Background: an optimization exercise with open tools, aiming at small area. Do not read the settings as production practice. At most, simulation tests tie the RTL to the original design; equivalence was not proved. The clock input has no modelled driver; a real chip could not lean on it and would need a root buffer or a full tree. Power is estimated from default activity; no workload was simulated.

// mtm_Alu
module mtm_Alu (
    input  wire clk,    
    input  wire rst_n,  
    input  wire sin,    
    output reg  sout    
);
For scale: about 370 cells after synthesis, about 4 I/O pins, roughly 0.0042 mm² of cells after synthesis.
==> module mtm_Alu, before the edit <==
module mtm_Alu (
    input  wire clk,    
    input  wire rst_n,  
    input  wire sin,    
    output reg  sout    
);
localparam R_IDLE = 4'b0110, R_TYPE = 4'b0111, R_STOP = 4'b0000, R_RDY = 4'b0010;
reg [3:0] rs;
reg [3:0] rf;     
reg       terr;   
reg [3:0] crc;
reg [2:0] op;
reg [31:0] L, U;
wire rx_bit = rs[3];
wire r_type = ~rs[3] & rs[0];
wire r_stop = ~rs[3] & ~rs[1];
wire r_wait = ~rs[3] & rs[1] & ~rs[0];
wire rdy    = ~rs[3] & ~rs[2] & rs[1];
wire full   = rf[3];
wire cmp    = full & rs[3] & rs[2];       
wire r_end  = full | terr;
always @(posedge clk or negedge rst_n)
    if (!rst_n) begin
        rs <= R_IDLE;
        rf <= 4'd0;
    end else begin
        if (rdy)
            rf <= 4'd0;
        else if (r_stop && !r_end)
            rf <= rf + 4'd1;
        if (r_stop)
            rs <= r_end ? R_RDY : R_IDLE;
        else if (r_wait)
            rs <= sin ? R_IDLE : R_TYPE;
        else
            rs <= rs + 4'd1;
    end
always @(posedge clk) begin
    if (r_type)
        terr <= sin ^ full;
    if ((rf == 4'd0) && !rs[3] && rs[2])
        crc <= 4'd0;
    else if (rx_bit)
        crc <= {crc[3] ^ crc[2] ^ sin, crc[1], crc[0], crc[3] ^ (cmp ? sin : crc[2])};
    if (rx_bit && !cmp)
        op <= {op[1:0], sin};
    if (rx_bit && !full)
        L <= {L[30:0], sin};
end
wire sub   = op[0];
wire arith = op[2];
wire pass  = cmp;
wire [1:0] sel = rs[1:0];                       
reg  [7:0] La;
always @*
    case (sel)
        2'd0: La = L[7:0];
        2'd1: La = L[15:8];
        2'd2: La = L[23:16];
        default: La = L[31:24];
    endcase
wire [7:0] Ub = U[7:0];
wire [7:0] Bx = Ub ^ {8{sub}};
reg        kc;                                  
wire [8:0] cy;
wire [7:0] C8;
assign cy[0] = (sel == 2'd0) ? sub : kc;
genvar i;
generate
    for (i = 0; i < 8; i = i + 1) begin : g_alu
        assign cy[i+1] = (La[i] & Bx[i]) | (La[i] & cy[i]) | (Bx[i] & cy[i]);
        assign C8[i] = arith ? (La[i] ^ Bx[i] ^ cy[i]) : sub ? (La[i] | Ub[i]) : (La[i] & Ub[i]);
    end
endgenerate
always @(posedge clk)
    kc <= cy[8];
wire flag_c = arith & (cy[8] ^ sub);
wire flag_v = arith & (cy[8] ^ cy[7]);
wire crc_bad = |crc;
wire err_op  = full & op[1];
wire err_crc = full & ~op[1] & crc_bad;
wire err_dat = ~full | (~op[1] & ~crc_bad & terr);
wire is_err  = ~full | op[1] | crc_bad | terr;
localparam T_START = 4'b0110;
reg [2:0] tf;
reg [3:0] ts;
reg [3:0] F;      
reg [2:0] tcrc;
wire tx_on  = (tf != 3'd0);
wire ctl_fr = ~tf[2] & (tf[1] ^ tf[0]);
wire t_err  = tf[1];                       
wire tx_bit = tx_on & ts[3];
wire c_bit  = tx_bit & ~ctl_fr;            
wire t_stop = ~ts[3] & ~ts[1];
wire k0     = (ts[2:0] == 3'd0);
wire k_hi   = ts[2] & (ts[1] | ts[0]);     
wire k7     = ts[2] & ts[1] & ts[0];
wire pay = !ctl_fr ? U[31] : (k0 | (k7 & t_err)) ? t_err : (k_hi & ~t_err) ? tcrc[2] : F[3];
wire out_nxt = !tx_on ? 1'b1 :
               ts[3] ? pay :
               ~ts[1] | (ts[0] & ctl_fr);
always @(posedge clk or negedge rst_n)
    if (!rst_n)
        tf <= 3'd0;
    else if (rdy)
        tf <= is_err ? 3'b010 : 3'b100;
    else if (tx_on && t_stop)
        tf <= ctl_fr ? 3'b000 : {~tf[0], tf[2], tf[1]};
wire tcrc_d = (ctl_fr && k_hi) ? tcrc[0] : pay;
always @(posedge clk) begin
    if (rdy || t_stop)
        ts <= T_START;
    else
        ts <= ts + 4'd1;
    if (rdy)
        tcrc <= 3'd0;
    else if (tx_bit)
        tcrc <= {tcrc[1] ^ tcrc_d ^ tcrc[0], tcrc[0], tcrc_d ^ tcrc[2]};
    if (rdy) begin
        if (is_err)
            F <= {err_dat, err_crc, err_op, err_dat};
    end else if (pass && (sel == 2'd3))
        F <= {flag_c, flag_v, 1'b1, C8[7]};
    else if (c_bit)
        F[1] <= F[1] & ~U[31];
    else if (ctl_fr && tx_bit && !k0)
        F <= {F[2:0], F[2]};
    if (pass)
        U <= {C8, U[31:8]};
    else if ((rx_bit && rf[2]) || c_bit)
        U <= {U[30:0], L[31]};
    sout <= out_nxt;
end
endmodule
clock: 5.0 ns
lec_check: 0
abc_area: 1
cap_margin: 20
core_margin: 2
core_utilization: 60
slew_margin: 20
standard.sh (not shown) runs the stock make flow with config.mk's settings and CLKGATE_MAP_FILE= SYNTH_SCRIPT=/design/flow/synth_recipe.tcl, a recipe that flattens the netlist after the stock synthesis.
==> flow/flow/run.sh <==
#!/bin/bash
# Own layout flow: the standard synthesis, then the combinational logic between the
# registers is mapped again by ABC with an area-oriented script (registers, full adders
# and the design's ports are kept as they are), then the standard layout from the
# floorplan on. Each tool's output goes to a log file of its own in this folder.
set -euo pipefail
HERE=$(pwd)
FLOWDIR=$HERE/flow
RES=$HERE/orfs/results/${FLOW_PLATFORM}/mtm_Alu/base
LIB=$FLOW_HOME/platforms/${FLOW_PLATFORM}/lib/sky130_fd_sc_hd__tt_025C_1v80.lib
YOSYS=$FLOW_HOME/../tools/install/yosys/bin/yosys
[[ -x $YOSYS ]] || YOSYS=$(command -v yosys)

# 1. standard synthesis
bash standard.sh synth > $HERE/log_1_standard_synth.txt 2>&1

# 2. re-map the combinational logic
cp $RES/1_2_yosys.v $HERE/standard_1_2_yosys.v
python3 $FLOWDIR/unmap.py $LIB $HERE/standard_1_2_yosys.v $HERE/unmapped.v fa_ > $HERE/log_2_unmap.txt 2>&1
DONTUSE=""
for c in $(sed -n '/DONT_USE_CELLS/,/^$/p' $FLOW_HOME/platforms/${FLOW_PLATFORM}/config.mk | grep -o 'sky130_fd_sc_hd__[a-z0-9_]*'); do
  DONTUSE="$DONTUSE -dont_use $c"
done
cat > $HERE/resynth.ys <<EOY
read_liberty -lib $LIB
read_verilog $HERE/unmapped.v
hierarchy -check -top $FLOW_TOP
techmap
opt -fast
opt_clean
abc -liberty $LIB $DONTUSE -script $FLOWDIR/abc_area.scr -D 5000
opt_clean -purge
hilomap -singleton -hicell sky130_fd_sc_hd__conb_1 HI -locell sky130_fd_sc_hd__conb_1 LO
splitnets
opt_clean -purge
insbuf -buf sky130_fd_sc_hd__buf_4 A X
check -assert
tee -o $HERE/resynth_stat.txt stat -liberty $LIB
write_verilog -noattr -noexpr -nohex -nodec $HERE/resynth.v
EOY
$YOSYS -s $HERE/resynth.ys > $HERE/log_3_resynth.txt 2>&1
cp $HERE/resynth.v $RES/1_2_yosys.v
touch $RES/1_2_yosys.v

# 3. standard layout from the floorplan on; after clock_tree_synthesis the clock
#    tree is rebuilt as one level of four buffers (flow/post_cts.tcl)
bash standard.sh finish "CTS_ARGS=-sink_clustering_enable -repair_clock_nets -dont_use_dummy_load" \
  "POST_CTS_TCL=$FLOWDIR/post_cts.tcl" "BUFFER_PORTS_ARGS=-buffer_cell sky130_fd_sc_hd__buf_1" \
  > $HERE/log_4_standard_layout.txt 2>&1
Other scripts of this flow, unchanged in this note and not shown: flow/flow/abc_area.scr, flow/flow/post_cts.tcl, flow/flow/unmap.py
Then changed:
--- a/flow/design.v
+++ b/flow/design.v
@@ -4,24 +4,24 @@
     input  wire sin,    
     output reg  sout    
 );
 localparam R_IDLE = 4'b0110, R_TYPE = 4'b0111, R_STOP = 4'b0000, R_RDY = 4'b0010;
 reg [3:0] rs;
 reg [3:0] rf;     
-reg       terr;   
+reg       ttype;  
 reg [3:0] crc;
 reg [2:0] op;
 reg [31:0] L, U;
 wire rx_bit = rs[3];
 wire r_type = ~rs[3] & rs[0];
 wire r_stop = ~rs[3] & ~rs[1];
 wire r_wait = ~rs[3] & rs[1] & ~rs[0];
 wire rdy    = ~rs[3] & ~rs[2] & rs[1];
 wire full   = rf[3];
 wire cmp    = full & rs[3] & rs[2];       
-wire r_end  = full | terr;
+wire r_end  = full | ttype;               
 always @(posedge clk or negedge rst_n)
     if (!rst_n) begin
         rs <= R_IDLE;
         rf <= 4'd0;
     end else begin
         if (rdy)
@@ -34,13 +34,13 @@
             rs <= sin ? R_IDLE : R_TYPE;
         else
             rs <= rs + 4'd1;
     end
 always @(posedge clk) begin
     if (r_type)
-        terr <= sin ^ full;
+        ttype <= sin;
     if ((rf == 4'd0) && !rs[3] && rs[2])
         crc <= 4'd0;
     else if (rx_bit)
         crc <= {crc[3] ^ crc[2] ^ sin, crc[1], crc[0], crc[3] ^ (cmp ? sin : crc[2])};
     if (rx_bit && !cmp)
         op <= {op[1:0], sin};
@@ -76,14 +76,14 @@
     kc <= cy[8];
 wire flag_c = arith & (cy[8] ^ sub);
 wire flag_v = arith & (cy[8] ^ cy[7]);
 wire crc_bad = |crc;
 wire err_op  = full & op[1];
 wire err_crc = full & ~op[1] & crc_bad;
-wire err_dat = ~full | (~op[1] & ~crc_bad & terr);
-wire is_err  = ~full | op[1] | crc_bad | terr;
+wire err_dat = ~full | (~op[1] & ~crc_bad & ~ttype);
+wire is_err  = ~full | op[1] | crc_bad | ~ttype;
 localparam T_START = 4'b0110;
 reg [2:0] tf;
 reg [3:0] ts;
 reg [3:0] F;      
 reg [2:0] tcrc;
 wire tx_on  = (tf != 3'd0);
Outcome: Final cell count grows by 2.3%; flip-flop and latch count is unchanged; synthesized area grows by 0.91%; final area grows by 1.5%; combinational power grows by about 10%; synthesized cell count grows by 2.4%; total power grows by 11%; global-route usage grows by 0.37 points; register-to-register slack improves by 0.14 ns; via count grows by 0.96%; wire length grows by 2.6%; first-iteration DRC count shrinks by 22%.
No functional check of the RTL was part of the second run of this note. In every run of this note, the design's own scripts or RTL, not TritonCTS, make the clock network.

static timing again, ports no longer ideal:
The flow's constraints put no driver on any port. The routed layouts listed below were extracted and timed again, unchanged, in two steps. Step 1, drivers: a clkbuf_16 drives clk and a buf_2 each remaining input, both assumed. Step 2 moves the port delays by t, midway between the first and last clock arrival at a register: inputs arrive t later, outputs are due t later. That takes back most of the time a late clock gives input paths. Slacks: ideal / step 1 / step 2; pairs: ideal / step 1.
| run | shift t [ns] | setup WS [ns] | worst hold slack (ns) |
|---|---|---|---|
| the first run | 0.228 | 0.203 / 0.203 / 0.203 | 0.454 / 0.454 / 0.454 |
| the second run | 0.230 | 0.345 / 0.345 / 0.345 | 0.461 / 0.461 / 0.461 |
After both steps every run listed still meets setup and hold.
